Context: an optimization exercise on an open-source flow, tuned for small area, a short achievable clock period and few clock cycles per item. The choices shown serve that exercise and are no tape-out recipe.
Only simulation tests tie the RTL to the original design; equivalence was not proved.

==> 09-17 <==
// conv_top
module conv_top(
    input           clk,
    input           rst_n,
    input           start,
    input   [127:0] feature,
    input   [71:0]  weight,
    output          ready,
    output          done,
    output  [7:0]   c11_sa,
    output  [7:0]   c12_sa,
    output  [7:0]   c21_sa,
    output  [7:0]   c22_sa,
    output  [7:0]   c11_custom,
    output  [7:0]   c12_custom,
    output  [7:0]   c21_custom,
    output  [7:0]   c22_custom,
    output  [7:0]   c11_serial,
    output  [7:0]   c12_serial,
    output  [7:0]   c21_serial,
    output  [7:0]   c22_serial
);
    reg        done_r;
    wire [7:0] r11, r12, r21, r22;
    reg        busy_r;           
    wire       sel = busy_r;
    reg  [7:0] top_l, top_r;    
    reg q0;
    reg q1;
    reg q2;
    reg q3;
    reg q4;
    reg q5;
    reg q6;
    reg q7;
    reg q8;
    reg q9;
    reg q10;
    reg q11;
    reg q12;
    reg q13;
    reg q14;
    reg q15;
    reg q16;
    reg q17;
    reg q18;
    reg q19;
    reg q20;
    reg q21;
    reg q22;
    reg q23;
    reg q24;
    reg q25;
    reg q26;
    reg q27;
    reg q28;
    reg q29;
    reg q30;
    reg q31;
    reg q32;
    reg q33;
    reg q34;
    reg q35;
    reg q36;
    reg q37;
    reg q38;
    reg q39;
    reg q40;
    reg q41;
    reg q42;
    reg q43;
    reg q44;
    reg q45;
    reg q46;
    reg q47;
    reg q48;
    reg q49;
    reg q50;
    reg q51;
    reg q52;
    reg q53;
    reg q54;
    reg q55;
    reg q56;
    reg q57;
    reg q58;
    reg q59;
    reg q60;
    reg q61;
    wire [7:0] fw_0_0 = sel ? feature[32 +: 8] : feature[0 +: 8];
    wire [7:0] fw_0_1 = sel ? feature[40 +: 8] : feature[8 +: 8];
    wire [7:0] fw_0_2 = sel ? feature[48 +: 8] : feature[16 +: 8];
  ...
export LEC_CHECK = 0
export CAP_MARGIN = 20
export CORE_MARGIN = 2
export CORE_UTILIZATION = 60
export SETUP_SLACK_MARGIN = 5.0
export SLEW_MARGIN = 20
export SYNTH_HIERARCHICAL = 1
export SYNTH_MINIMUM_KEEP_SIZE = 0
create_clock -name core_clock -period 10.0 [get_ports {clk}]
standard.sh (not shown) runs the stock make flow with config.mk's settings and CLKGATE_MAP_FILE= SYNTH_SCRIPT=/design/flow/synth_recipe.tcl, a recipe that flattens the netlist after the stock synthesis.
==> flow/flow/run.sh <==
#!/bin/bash
# Own flow: the standard layout (standard.sh) unchanged, except that the
# port buffers are plain buffers (buf_2) rather than the cell buffer_ports
# picks by default (clkdlybuf4s50_1, a slow delay cell).
set -euo pipefail
bash standard.sh synth > synth.log 2>&1
bash standard.sh BUFFER_PORTS_ARGS="-buffer_cell sky130_fd_sc_hd__buf_2" finish > layout.log 2>&1
==> 04-07 (differences from 09-17) <==
--- a/flow/design.v
+++ b/flow/design.v
@@ -2109,2 +2109,21 @@
 endmodule
+module conv_ha(input a, input b, output s, output co);
+    assign s  = a ^ b;
+    assign co = a & b;
+endmodule
+module conv_pp3(input s1, input a, input s2, input b, input s3, input c, output y);
+    assign y = ~((s1 & a) | (s2 & b) | (s3 & c));
+endmodule
+module conv_pp2(input s1, input a, input s3, input c, output y);
+    assign y = ~((s1 & a) | (s3 & c));
+endmodule
+module conv_bpp(input one, input two, input neg, input a, input b, output y);
+    assign y = ((a & one) | (b & two)) ^ neg;
+endmodule
+module conv_bpp0(input one, input neg, input a, output y);
+    assign y = (a & one) ^ neg;
+endmodule
+module conv_cy(input a, input b, input t, input c, output co);
+    assign co = (a & b) | (t & c);
+endmodule
 module conv_xor2(input a, input b, output y);
==> qor summary <==
|  | 09-17 | 04-07 |
|---|---|---|
| Share of the final layout cell area in sequential cells | 8.98% | 8.98% |
| GR Overflow Total | 0 | 0 |
| Cell mode on critical path | sky130_fd_sc_hd__fa_1 | sky130_fd_sc_hd__fa_1 |
| Critical path peak fanout | 16 | 16 |
| Total Die Area | 28900 um^2 | 28900 um^2 |
| Cell area after layout | 17900 um^2 | 17900 um^2 |
| Multi-input combinational cell count | 1422 | 1422 |
| Final setup TNS | 0 ns | 0 ns |
| Status | finished clean | finished clean |
| Tcrit/Tclk final | 49.4% | 49.4% |
| Share of the synthesized area in the top cell type | 46.5% | 46.5% |
| DP Wirelength | 46100 um | 46100 um |
| Cell Count Post-Placement | 2165 | 2165 |
| Met3 track demand over resource in global routing | 14.9% | 14.9% |
| Post-DR vias/cell | 6.06 | 6.06 |
| Worst setup path class | primary input to flop | primary input to flop |
| Launching instance or port of the critical path | feature[72] | feature[72] |
Testbench counts of 09-17, summed over its fixed seeds: cycles 768, items 256.
Testbench counts of 04-07, summed over its fixed seeds: cycles 768, items 256.

==> raven: inputs <==
Another version of the RTL of conv_top (not shown whole).
==> flow/design.v (excerpt) <==
module conv_top(
    input           clk,
    input           rst_n,
    input           start,
    input   [127:0] feature,
    input   [71:0]  weight,
    output          ready,
    output          done,
    output  [7:0]   c11_sa,
    output  [7:0]   c12_sa,
    output  [7:0]   c21_sa,
    output  [7:0]   c22_sa,
    output  [7:0]   c11_custom,
    output  [7:0]   c12_custom,
    output  [7:0]   c21_custom,
    output  [7:0]   c22_custom,
    output  [7:0]   c11_serial,
    output  [7:0]   c12_serial,
    output  [7:0]   c21_serial,
    output  [7:0]   c22_serial
);
    reg        done_r;
    wire       sel = done_r;
    wire [7:0] r11, r12, r21, r22;
    reg  [7:0] top_l, top_r;    
    wire [7:0] fw_0_0 = sel ? feature[32 +: 8] : feature[0 +: 8];
    wire [7:0] fw_0_1 = sel ? feature[40 +: 8] : feature[8 +: 8];
    wire [7:0] fw_0_2 = sel ? feature[48 +: 8] : feature[16 +: 8];
    wire [7:0] fw_0_3 = sel ? feature[56 +: 8] : feature[24 +: 8];
    wire [7:0] fw_1_0 = sel ? feature[64 +: 8] : feature[32 +: 8];
    wire [7:0] fw_1_1 = sel ? feature[72 +: 8] : feature[40 +: 8];
    wire [7:0] fw_1_2 = sel ? feature[80 +: 8] : feature[48 +: 8];
    wire [7:0] fw_1_3 = sel ? feature[88 +: 8] : feature[56 +: 8];
    wire [7:0] fw_2_0 = sel ? feature[96 +: 8] : feature[64 +: 8];
    wire [7:0] fw_2_1 = sel ? feature[104 +: 8] : feature[72 +: 8];
    wire [7:0] fw_2_2 = sel ? feature[112 +: 8] : feature[80 +: 8];
    wire [7:0] fw_2_3 = sel ? feature[120 +: 8] : feature[88 +: 8];
    wire pp0 = ~(fw_0_0[0] & weight[0]);
    wire pp1 = ~(fw_0_0[0] & weight[1]);
    wire pp2 = ~(fw_0_0[0] & weight[2]);
    wire pp3 = ~(fw_0_0[0] & weight[3]);
    wire pp4 = ~(fw_0_0[0] & weight[4]);
    wire pp5 = ~(fw_0_0[0] & weight[5]);
    wire pp6 = ~(fw_0_0[0] & weight[6]);
    wire pp7 = ~(fw_0_0[0] & weight[7]);
    wire pp8 = ~(fw_0_0[1] & weight[0]);
    wire pp9 = ~(fw_0_0[1] & weight[1]);
    wire pp10 = ~(fw_0_0[1] & weight[2]);
    wire pp11 = ~(fw_0_0[1] & weight[3]);
    wire pp12 = ~(fw_0_0[1] & weight[4]);
    wire pp13 = ~(fw_0_0[1] & weight[5]);
    wire pp14 = ~(fw_0_0[1] & weight[6]);
    wire pp15 = ~(fw_0_0[2] & weight[0]);
    wire pp16 = ~(fw_0_0[2] & weight[1]);
    wire pp17 = ~(fw_0_0[2] & weight[2]);
    wire pp18 = ~(fw_0_0[2] & weight[3]);
  ...
==> flow/config.mk <==
export PLATFORM = sky130hd
export DESIGN_NAME = conv_top
export DESIGN_NICKNAME = conv_top
export VERILOG_FILES = /design/flow/design.v
export SDC_FILE = /design/flow/constraint.sdc
export NUM_CORES = 4
export LEC_CHECK = 0
export CAP_MARGIN = 20
export CORE_MARGIN = 2
export CORE_UTILIZATION = 40
export SLEW_MARGIN = 20
export SYNTH_HIERARCHICAL = 1
export SYNTH_MINIMUM_KEEP_SIZE = 0
==> flow/constraint.sdc <==
create_clock -name core_clock -period 10.0 [get_ports {clk}]
set_input_delay 2.0000 -clock core_clock [delete_from_list [all_inputs] [get_ports {clk}]]
set_output_delay 2.0000 -clock core_clock [all_outputs]
set_load 0.01 [all_outputs]
run.sh (not shown) runs the stock make flow with config.mk's settings and CLKGATE_MAP_FILE= SYNTH_SCRIPT=/design/flow/synth_recipe.tcl, a recipe that flattens the netlist after the stock synthesis.
Stock flow here: none of the scripts above is used.
==> inputs of delta, as changes to raven <==
--- a/flow/design.v
+++ b/flow/design.v
@@ -1985,6 +1985,9 @@
     assign s  = a ^ b;
     assign co = a & b;
 endmodule
+module conv_pp3(input s1, input a, input s2, input b, input s3, input c, output y);
+    assign y = ~((s1 & a) | (s2 & b) | (s3 & c));
+endmodule
 module conv_xor2(input a, input b, output y);
     assign y = a ^ b;
 endmodule
==> flow/flow/run.sh (new file) <==
#!/bin/bash
# Own flow: the standard layout (standard.sh) unchanged, except that the
# port buffers are plain buffers (buf_2) rather than the cell buffer_ports
# picks by default (clkdlybuf4s50_1, a slow delay cell).
set -euo pipefail
bash standard.sh synth > synth.log 2>&1
bash standard.sh BUFFER_PORTS_ARGS="-buffer_cell sky130_fd_sc_hd__buf_2" finish > layout.log 2>&1
==> flow/standard.sh (new file) <==
#!/bin/bash
# synth_recipe.tcl (not shown) runs the flow's synth.tcl, then flattens the netlist and writes it again
# the make line also repeats each setting of config.mk as NAME=value (left out here)
make -C /OpenROAD-flow-scripts/flow DESIGN_CONFIG=/design/flow/config.mk WORK_HOME=/design/flow/orfs CLKGATE_MAP_FILE= SYNTH_SCRIPT=/design/flow/synth_recipe.tcl "${@:-finish}"
- CORE_UTILIZATION: 40 -> 60
removed: flow/run.sh
==> inputs of pepper, as changes to raven <==
--- a/flow/design.v
+++ b/flow/design.v
@@ -1985,6 +1985,9 @@
     assign s  = a ^ b;
     assign co = a & b;
 endmodule
+module conv_pp3(input s1, input a, input s2, input b, input s3, input c, output y);
+    assign y = ~((s1 & a) | (s2 & b) | (s3 & c));
+endmodule
 module conv_xor2(input a, input b, output y);
     assign y = a ^ b;
 endmodule
==> flow/flow/run.sh (new file) <==
#!/bin/bash
# Own flow: the standard layout (standard.sh) unchanged, except that the
# port buffers are plain buffers (buf_2) rather than the cell buffer_ports
# picks by default (clkdlybuf4s50_1, a slow delay cell).
set -euo pipefail
bash standard.sh synth > synth.log 2>&1
bash standard.sh BUFFER_PORTS_ARGS="-buffer_cell sky130_fd_sc_hd__buf_2" finish > layout.log 2>&1
==> flow/standard.sh (new file) <==
#!/bin/bash
# synth_recipe.tcl (not shown) runs the flow's synth.tcl, then flattens the netlist and writes it again
# the make line also repeats each setting of config.mk as NAME=value (left out here)
make -C /OpenROAD-flow-scripts/flow DESIGN_CONFIG=/design/flow/config.mk WORK_HOME=/design/flow/orfs CLKGATE_MAP_FILE= SYNTH_SCRIPT=/design/flow/synth_recipe.tcl "${@:-finish}"
removed: flow/run.sh
==> qor summary <==
Status: delta no timing/DRC/antenna violations; raven no timing/DRC/antenna violations; pepper no timing/DRC/antenna violations
Number of global-route vias before repair: delta 13.6k; raven 14.1k; pepper 13.7k
Fin Hold WS: delta 854 ps; raven 1090 ps; pepper 1610 ps
Skew-Pair Late Insertion Delay: delta 250 ps; raven 260 ps; pepper 260 ps
Dpl cell area: delta 16300 um^2; raven 19200 um^2; pepper 16500 um^2
Combined area of the multi-input logic cells: delta 13900 um^2; raven 14000 um^2; pepper 13900 um^2
All-Layer GR Usage: delta 44.5%; raven 33.1%; pepper 32.3%
Cell total after placement: delta 2095; raven 2374; pepper 2281
First element of the critical path: delta feature[74]; raven feature[72]; pepper feature[80]
Diodes inserted: delta 2; raven 0; pepper 1
Slew at the pin closest to its max-slew limit: delta 659 ps; raven 542 ps; pepper 1080 ps
Layout cell share with drive strength beyond 1: delta 23.0%; raven 11.9%; pepper 23.2%
Filler instances: delta 2197; raven 3543; pepper 3741
Weighted congestion at the end of routability-driven global placement: delta 1.00; raven 1.00; pepper 0.971
Post-CTS resize count: delta 0; raven 2; pepper 0
Floorplan die area: delta 26700 um^2; raven 39700 um^2; pepper 39700 um^2
Number of buffer and inverter stages on the critical path: delta 2; raven 3; pepper 3
Final Cell Area: delta 16300 um^2; raven 19500 um^2; pepper 16600 um^2
WHS Path Cells: delta 2; raven 2; pepper 3
Worst Reg-to-Reg Cells: delta 14; raven 15; pepper 22
Testbench counts of raven, summed over its fixed seeds: cycles 512, items 256.
Testbench counts of delta, summed over its fixed seeds: cycles 512, items 256.
Testbench counts of pepper, summed over its fixed seeds: cycles 512, items 256.

[separate check: timing with driven ports]
How much do the figures lean on ideal ports? The routed layouts below were timed once more, with nothing changed but the port constraints. Step 1: set_driving_cell puts a clkbuf_16 on clk and a buf_2 on each other input, an assumption about the parent block. Step 2 adds t to the input delays and takes it off the output delays; t is the mean of the earliest and latest rising clock arrival at the registers after step 1. Input paths then give back, and output paths get back, about the clock's delay inside the block. Slacks: no drivers / after step 1 / after step 2; pairs: no drivers / after step 1.
run	shift t [ns]	slack for setup (ns)	worst setup path after step 2
09-17	0.400	5.063 / 5.023 / 4.684	input to register
04-07	0.400	5.063 / 5.023 / 4.684	input to register
raven	0.295	0.098 / 0.069 / 0.069	input to output
delta	0.290	0.702 / 0.673 / 0.673	input to output
pepper	0.293	0.726 / 0.701 / 0.701	input to output
After both steps setup and hold are still met in every run listed.
